This design comes from an exercise in tuning for small area, a short achievable clock period and few clock cycles on the open sky130 flow, not from production work. The RTL of this run was laid out without a check of its function. No activity file was given, so power comes from the tool's default toggle rates.

**design/flow/config.mk**
```make
export PLATFORM = sky130hd
export DESIGN_NAME = core
export DESIGN_NICKNAME = core
export VERILOG_FILES = /design/flow/design.v
export SDC_FILE = /design/flow/constraint.sdc
export NUM_CORES = 8
export LEC_CHECK = 0
export CAP_MARGIN = 30
export CORE_MARGIN = 2
export CORE_UTILIZATION = 50
export CTS_CLUSTER_DIAMETER = 70
export CTS_CLUSTER_SIZE = 24
export SLEW_MARGIN = 30
```
**design/flow/constraint.sdc**
```tcl
create_clock -name core_clock -period 13.0 [get_ports {CLK}]
set_input_delay 2.6000 -clock core_clock [delete_from_list [all_inputs] [get_ports {CLK}]]
set_output_delay 2.6000 -clock core_clock [all_outputs]
set_load 0.01 [all_outputs]
```
**design/flow/design.v**
```verilog
`timescale 1ns / 1ps
module core(
	input CLK,
	input RST,
	output wire [31:0]  imem_addr,
	input       [31:0]  imem_data,
	output wire         dmem_read,
	output wire         dmem_write,
	output wire [31:0]  dmem_addr,
	output wire [31:0]  dmem_wdata,
	output wire [3:0]   dmem_mask,
	input       [31:0]  dmem_rdata
);
	reg  [31:2] pc_f;              
	reg  [31:0] ir;                
	reg  [31:2] pc_d;              
	reg         v_d;               
	reg         x_v;               
	reg  [31:0] x_a, x_b, x_c;     
	reg  [4:0]  x_rd;
	reg         x_we, x_ld, x_st, x_br, x_jalr, x_link, x_pred;
	reg  [2:0]  x_f3;              
	reg  [2:0]  x_rsel;            
	reg  [5:0]  x_rdc;             
	reg         x_rj;
	reg  [5:0]  x_sk;              
	wire        squash;            
	reg         x_sub, x_sra;
	reg  [31:0] m_res;             
	reg  [31:0] m_wd;              
	reg  [3:0]  m_mask;
	reg  [4:0]  m_rd;
	reg         m_we, m_ld, m_st;
	reg         m_ldi;             
	reg  [2:0]  m_f3;
	reg  [31:0] rf [1:31];
	assign imem_addr = {pc_f, 2'b00};
	assign dmem_read  = m_ld;
	assign dmem_write = m_st;
	assign dmem_addr  = {m_res[31:2], 2'b00};
	assign dmem_wdata = m_wd;
	assign dmem_mask  = m_mask;
	wire [7:0]  ld_b = m_res[1] ? (m_res[0] ? dmem_rdata[31:24] : dmem_rdata[23:16])
	                            : (m_res[0] ? dmem_rdata[15:8]  : dmem_rdata[7:0]);
	wire [15:0] ld_h = m_res[1] ? dmem_rdata[31:16] : dmem_rdata[15:0];
	wire [31:0] ld_v = m_f3[1] ? dmem_rdata :
	                   m_f3[0] ? {{16{~m_f3[2] & ld_h[15]}}, ld_h} :
	                             {{24{~m_f3[2] & ld_b[7]}}, ld_b};
	wire [31:0] wb = m_ldi ? ld_v : m_res;
	always @(posedge CLK) begin
		if (m_we) rf[m_rd] <= wb;
	end
	wire [4:0] rs1 = ir[19:15];
	wire [4:0] rs2 = ir[24:20];
	wire [4:0] rd  = ir[11:7];
	wire [2:0] f3  = ir[14:12];
	wire d_jal  = ir[6] & ir[3];
	wire d_jalr = ir[6] & ir[2] & ~ir[3];
	wire d_br   = ir[6] & ~ir[2];
	wire d_u    = ~ir[6] & ir[2];
	wire d_lui  = d_u & ir[5];
	wire d_alu  = ~ir[6] & ~ir[2] & ir[4];
	wire d_op   = d_alu & ir[5];
	wire d_mem  = ~ir[6] & ~ir[2] & ~ir[4];
	wire d_st   = d_mem & ir[5];
	wire d_ld   = d_mem & ~ir[5];
	wire use1 = ~d_u & ~d_jal;
	wire use2 = d_br | d_st | d_op;
	wire d_we = ~d_br & ~d_st & (rd != 5'd0);
	reg [31:0] rf1, rf2;
	integer k;
	always @(*) begin
		rf1 = 32'd0;
		rf2 = 32'd0;
		for (k = 1; k < 32; k = k + 1) begin
			if (rs1 == k) rf1 = rf1 | rf[k];
			if (rs2 == k) rf2 = rf2 | rf[k];
		end
	end
	wire [31:0] r1 = (m_we && !m_ldi && m_rd == rs1) ? m_res : rf1;
	wire [31:0] r2 = (m_we && !m_ldi && m_rd == rs2) ? m_res : rf2;
	wire x1 = x_v & x_we & (rs1 == x_rd);
	wire x2 = x_v & x_we & (rs2 == x_rd);
	wire l1 = m_ldi & m_we & (rs1 == m_rd);
	wire l2 = m_ldi & m_we & (rs2 == m_rd);
	wire [31:0] imm_b = d_u  ? {ir[31:12], 12'd0} :
	                    d_st ? {{20{ir[31]}}, ir[31:25], ir[11:7]} :
	                           {{20{ir[31]}}, ir[31:20]};
	wire [31:2] imm_t = d_jal ? {{12{ir[31]}}, ir[19:12], ir[20], ir[30:22]}
	                          : {{20{ir[31]}}, ir[7], ir[30:25], ir[11:9]};
	wire [31:2] tgt_d = pc_d + imm_t;
	wire d_to4 = (imm_t == 30'd1);
	wire d_to8 = (imm_t == 30'd2);
	wire d_pred = d_br & ir[31];
	wire ld_use = x_v & x_ld & x_we & ((use1 & rs1 == x_rd) | (use2 & rs2 == x_rd));
	wire stall  = v_d & ld_use & ~squash;
	wire [31:0] xa = x_a;
	wire [31:0] xb = x_b;
	wire [31:0] xc = x_c;
	wire [31:0] bb  = x_sub ? ~xb : xb;
	wire [32:0] sum = {1'b0, xa} + {1'b0, bb} + {32'd0, x_sub};
	wire ltu = ~sum[32];
	wire lt  = (xa[31] ^ xb[31]) ? xa[31] : sum[31];
	wire eq  = (xa == xb);
	wire left = ~x_rsel[2];
	reg [31:0] a_rev, s_rev;
	integer j, j2;
	always @(*) for (j = 0; j < 32; j = j + 1) a_rev[j] = xa[31 - j];
	wire [31:0] s_in = left ? a_rev : xa;
	wire [32:0] s_ext = {x_sra & xa[31], s_in};
	wire [32:0] s_out = $signed(s_ext) >>> xb[4:0];
	always @(*) for (j2 = 0; j2 < 32; j2 = j2 + 1) s_rev[j2] = s_out[31 - j2];
	wire [31:0] shv = left ? s_rev : s_out[31:0];
	reg [31:0] res;
	always @(*) begin
		case (x_rsel)
			3'b000: res = sum[31:0];
			3'b001: res = shv;
			3'b010: res = {31'd0, lt};
			3'b011: res = {31'd0, ltu};
			3'b100: res = xa ^ xb;
			3'b101: res = shv;
			3'b110: res = xa | xb;
			default: res = xa & xb;
		endcase
		if (x_link) res = x_c;
	end
	assign squash = (x_sk[0] & eq) | (x_sk[1] & ~eq) | (x_sk[2] & lt) |
	              (x_sk[3] & ~lt) | (x_sk[4] & ltu) | (x_sk[5] & ~ltu);
	wire redirect_x = x_rj | (x_rdc[0] & eq) | (x_rdc[1] & ~eq) | (x_rdc[2] & lt) |
	                  (x_rdc[3] & ~lt) | (x_rdc[4] & ltu) | (x_rdc[5] & ~ltu);
	wire [31:2] tgt_x = x_jalr ? sum[31:2] : x_c[31:2];
	wire redirect_d = v_d & ((d_jal & ~d_to4) | d_pred) & ~stall & ~redirect_x & ~squash;
	wire [1:0] lo = sum[1:0];
	wire [3:0] mask = x_f3[1] ? 4'b1111 :
	                  x_f3[0] ? (lo[1] ? 4'b1100 : 4'b0011) :
	                  (4'b0001 << lo);
	wire [31:0] wd = x_f3[1] ? xc : x_f3[0] ? {2{xc[15:0]}} : {4{xc[7:0]}};
	always @(posedge CLK or posedge RST) begin
		if (RST) begin
			pc_f <= 30'd0;
			v_d  <= 1'b0;
			x_v  <= 1'b0;
			x_rj <= 1'b0;
			x_rdc <= 6'b000000;
			x_sk <= 6'b000000;
			m_we <= 1'b0;
			m_ld <= 1'b0;
			m_st <= 1'b0;
		end else begin
			if (redirect_x)      pc_f <= tgt_x;
			else if (stall)      pc_f <= pc_d;
			else if (redirect_d) pc_f <= tgt_d;
			else                 pc_f <= pc_f + 30'd1;
			v_d  <= ~(redirect_x | stall | redirect_d);
			x_v  <= v_d & ~stall & ~redirect_x & ~squash;
			x_rj <= v_d & ~stall & ~redirect_x & ~squash & d_jalr;
			x_rdc <= (v_d & ~stall & ~redirect_x & ~squash & d_br & ~d_to4 & ~d_to8) ?
			         ({f3[2] & f3[1], f3[2] & f3[1], f3[2] & ~f3[1], f3[2] & ~f3[1], ~f3[2], ~f3[2]} &
			          ((f3[0] ^ ir[31]) ? 6'b101010 : 6'b010101)) : 6'b000000;
			x_sk <= (v_d & ~stall & ~redirect_x & ~squash & d_br & d_to8) ?
			         ({f3[2] & f3[1], f3[2] & f3[1], f3[2] & ~f3[1], f3[2] & ~f3[1], ~f3[2], ~f3[2]} &
			          (f3[0] ? 6'b101010 : 6'b010101)) : 6'b000000;
			m_we <= x_v & x_we;
			m_ld <= x_v & x_ld;
			m_st <= x_v & x_st;
		end
	end
	always @(posedge CLK) begin
		ir   <= imem_data;
		pc_d <= pc_f;
		x_a    <= (use1 & x1) ? res : (use1 & l1) ? ld_v :
		          d_u ? (d_lui ? 32'd0 : {pc_d, 2'b00}) : r1;
		x_b    <= ((d_op | d_br) & x2) ? res : ((d_op | d_br) & l2) ? ld_v :
		          (d_op | d_br) ? r2 : imm_b;
		x_c    <= (d_st & x2) ? res : (d_st & l2) ? ld_v :
		          d_st ? r2 : ((d_br & ~ir[31]) ? {tgt_d, 2'b00} : {pc_f, 2'b00});
		x_rd   <= rd;
		x_we   <= d_we;
		x_ld   <= d_ld;
		x_st   <= d_st;
		x_br   <= d_br;
		x_jalr <= d_jalr;
		x_link <= d_jal | d_jalr;
		x_pred <= d_pred;
		x_f3   <= f3;
		x_rsel <= d_alu ? f3 : 3'b000;
		x_sub  <= d_br | (d_alu & f3[2:1] == 2'b01) | (d_op & f3 == 3'b000 & ir[30]);
		x_sra  <= ir[30];
		m_res  <= res;
		m_wd   <= wd;
		m_mask <= mask;
		m_rd   <= x_rd;
		m_ldi  <= x_ld;
		m_f3   <= x_f3;
	end
endmodule
```
**design/flow/flow/run.sh**
```bash
#!/bin/bash
# Standard ORFS layout; timing repair aims well below the clock period.
bash standard.sh SETUP_SLACK_MARGIN=9.0 "BUFFER_PORTS_ARGS=-buffer_cell sky130_fd_sc_hd__buf_2" finish > standard.log 2>&1
```
**design/flow/standard.sh**
```bash
#!/bin/bash
# synth_recipe.tcl (not shown) runs the flow's synth.tcl, then flattens the netlist and writes it again
# the make line also repeats each setting of config.mk as NAME=value (left out here)
make -C /OpenROAD-flow-scripts/flow DESIGN_CONFIG=/design/flow/config.mk WORK_HOME=/design/flow/orfs CLKGATE_MAP_FILE= SYNTH_SCRIPT=/design/flow/synth_recipe.tcl "${@:-finish}"
```
==> flow_summary.json <==
{
  "status": "finished clean",
  "netSwitchingPower_uw": 5250,
  "fillCellCount": 10400,
  "skew_ps": 81.6,
  "fin_setup_tns_ps": 0,
  "pre_cts_ws_ps": 7330,
  "grt_max_degree": 80,
  "rsz0062_at_grt": "yes",
  "root_buffer": "clkbuf_16",
  "vias": 58400,
  "maxCapViolCount": 0,
  "yosysWarnings": 1,
  "cp-end-kind": "flip-flop",
  "synth_mux_area_share_pct": 4.40,
  "synth_edf_count": 992,
  "timing.hold.worst.class": "flip-flop to flip-flop",
  "setup.worst_path.class": "input port to flip-flop",
  "vias_per_cell": 7.88,
  "fin_area_mm2": 0.0741,
  "wirelength_um": 340000,
  "cts_tree": "yes",
  "critPathMaxFanout": 31,
  "dp.cells": 7046,
  "p_leak_uw": 0.0260,
  "finalNetCount": 5873,
  "p_seq_share_pct": 43.9,
  "die_area_mm2": 0.130,
  "ys_ff_latch": 1291,
  "synthTopCellsByArea": "edfxtp_1 47%, a22oi_1 9.4%, dfxtp_1 7.9%",
  "min-delay-start": "x_f3[2]",
  "cts_max_path_buffers": 3,
  "path_clk_slew_ps": 90,
  "synth_cells": 5475,
  "dr.pass1.iters": 13,
  "io_pins": 168,
  "area_growth_pct": 16.9,
  "fin_ws_ps": 8800,
  "syn_area_per_cell_um2": 11.6,
  "grt_overflow": 0,
  "arrival_ps": 4650,
  "htreeDepth": 3,
  "p_clk_share_pct": 23.6,
  "synth_xor_xnor_area_share_pct": 1.71,
  "die_w_um": 360,
  "detail-route-antenna-nets": 0,
  "synth_compound_area_share_pct": 21.1,
  "start_kind": "input port",
  "final_max_slew_viol_count": 0,
  "synth_fa_ha_area_share_pct": 2.53,
  "yosys.area_share.simple_pct": 9.71,
  "p_int_uw": 8170,
  "placed_cell_area_mm2": 0.0671,
  "worstPathRequired_ps": 13450,
  "layout-drive-gt1-share_pct": 21.7,
  "ys_types": 99,
  "slew_headroom_pct": 19.0,
  "drt_iter0_drc": 14100,
  "setup_viol": 0,
  "p_comb_share_pct": 32.5,
  "pwr_density_cell_mw_per_mm2": 181,
  "hold_violations": 0,
  "port_buffers": 161,
  "cts_sinks": 1291,
  "ys_dominant_reg_cell": "edfxtp_1",
  "dpl.hpwl_um": 200000,
  "tightest_slew_ps": 1200,
  "drcViolationCount": 0,
  "grt_pass1_vias": 53100,
  "track_usage_pct": 49.9,
  "grt_pass1_wl_um": 444000,
  "fmax_ghz": 0.238,
  "gp_congestion": 1.08,
  "instances_no_fill": 7416,
  "period_needed_ps": 4200,
  "ir_worst_vdd_uv": 140,
  "post-route-period-util_pct": 32.3,
  "synth_seq_area_share_pct": 56.8,
  "wire_per_inst_um": 45.8,
  "antenna_found_initial": 16,
  "synth_top_area_share_pct": 47.0,
  "synth_top_cell_by_area": "edfxtp_1",
  "crit_start": "dmem_rdata[23]",
  "fp-row-count": 130,
  "die-height_um": 360,
  "cts_made_buffers": 89,
  "clock_latency_ps": 790,
  "netlist_area_mm2": 0.0634,
  "timing.rr.start": "ir[23]",
  "coreArea_mm2": 0.126,
  "synth_top_family_by_area": "compound AO/OA/AOI/OAI gates",
  "cts_hold_buf": 0,
  "synthArstFlopShare_pct": 3.72,
  "initial_core_util_pct": 50.4,
  "switching_share_pct": 39.1
}
-- sequential cells by signal, summed over array words and instances, names as in the netlist, 3 cells and up --
signal and cells:
rf 992, m_res 32, m_wd 32, x_a 32, x_b 32, x_c 32
ir 30, pc_d 30, pc_f 30, x_rdc 6, x_sk 6, m_rd 5
x_rd 5, m_mask 4, m_f3 3, x_f3 3, x_rsel 3
-- synthesized netlist by cell type, types with 11 or more instances --
cell type,instances
a222oi_1,64
dfxtp_1,251
clkbuf_1,349
a22oi_1,790
a311o_1,11
a31oi_1,29
dfrtp_1,48
a21oi_1,222
o21a_1,21
a311oi_1,13
a22o_1,63
nor3_1,117
nor2b_1,15
a211oi_1,59
buf_4,39
nand3b_1,18
o21ai_0,197
and2_1,15
o211a_1,21
buf_1,19
a221oi_1,80
nor4_1,41
nand2b_1,22
o211ai_1,57
nand4_1,114
o221ai_1,12
xor2_1,80
a211o_1,18
or3_1,33
edfxtp_1,992
and3_1,28
xnor2_1,44
mux4_2,42
nand3_1,152
inv_1,132
nand2_1,348
mux2_2,59
ha_1,125
buf_2,14
nor2_1,382
o21bai_1,19
o22ai_1,11
a21o_1,49
mux2i_1,92
-- power groups by stage --
stage          Sequential, uW  Combinational (uW)  Clock [uW]
2_1_floorplan            5560                2100           0
3_3_place_gp             5940                3400           0
6_report                 5890                4360        3170
5_1_grt                  5860                4470        3300
4_1_cts                  5840                3760        3150
3_5_place_dp             5940                3430           0
-- cell type report --
class	count	area, um2	area share, %
flip-flops and latches	1291	36100	48.8
clock inverters	69	937	1.26
clock buffers	94	2250	3.03
multi-input cells	3641	27800	37.6
well taps	1650	2060	2.79
inverters	137	519	0.701
diodes	14	35.0	0.0473
repair buffers	520	4310	5.82
-- routing by layer --
layer | vias to the layer above | GRT usage [%] | part of all wire, %
li1 | 22100 | - | -
met1 | 28200 | 58.4 | 32
met2 | 6241 | 72.2 | 41
met3 | 1835 | 20.9 | 17
met4 | 32 | 39.3 | 10
met5 | - | 0.0370 | 0.23
-- critical path, cell delays in order --
cell and delay (ps):
buf_2 240, mux2i_4 130, a2111oi_4 290, buf_4 450, a21oi_2 150, a21oi_4 760
-- repair_timing --
action	CTS	global route
cloned	12	20
gates resized for setup	259	189
setup buffers	85	70
endpoints found under the setup margin	421	639
pin swaps	72	95
-- worst paths after layout --
kind / to / slack [ps] / cells after the start
worst max-delay path: rf[11][31] / 8800 / 6
worst min-delay path: m_f3[2] / 340 / 0
worst max register to register: x_b[4] / 8850 / 13
worst min register to register: m_f3[2] / 340 / 0
max in group asynchronous: pc_f[27] / 10540 / 2
min in group asynchronous: pc_f[31] / 1940 / 2
-- placed cells by master, fill, tap and decap left out, drive strengths merged, types with 44 or more instances in the layout --
cell      n
a211oi   61
a21o     49
a21oi   238
a221oi   85
a222oi   64
a22o     63
a22oi   791
buf     511
clkbuf  101
dfrtp    48
dfxtp   251
edfxtp  992
ha      125
inv     172
mux2     62
mux2i    95
mux4     49
nand2   349
nand3   152
nand4   114
nor2    383
nor3    118
o211ai   57
o21ai   208
xnor2    44
xor2     80
-- logic make-up (layout without fill, tap and decap cells) --
kind of cell	after synthesis	after routing
mux	205	206
other cells	1	18
flops	1291	1291
xor+xnor	124	124
buf+inv	565	820
simple gates	1317	1320
compound gates	1845	1860
fa+ha+maj	127	127
-- per-stage QoR --
| step | power, uW | hold slack [ps] | utilization [%] |
|---|---|---|---|
| floorplan | 7660 | 310 | - |
| global placement | 9330 | 316 | 53.3 |
| detailed placement | 9370 | 320 | 53.3 |
| CTS | 12800 | 340 | 57.4 |
| global route | 13600 | 352 | 58.9 |
| finish | 13400 | 339 | 58.9 |

## separate check: timing with driven ports
The flow's constraints put no driver on any port. The routed layout listed below was extracted and timed again, unchanged, in two steps.
Step 1, drivers: a clkbuf_16 drives CLK and a buf_2 each remaining input, both assumed.
Step 2 also shifts input and output timing later by t, the mid clock arrival at the registers, as if the neighbouring blocks saw the same clock.
Slacks: ideal / step 1 / step 2; pairs: ideal / step 1.
t (ns): 0.827
setup slack, ns: 8.800 / 8.842 / 8.015
cell pins on the clock port's net: 1
After both steps this run still meets setup and hold. For this run, drivers alone change the setup slack by +0.042 ns; drivers and shift together by -0.785 ns.
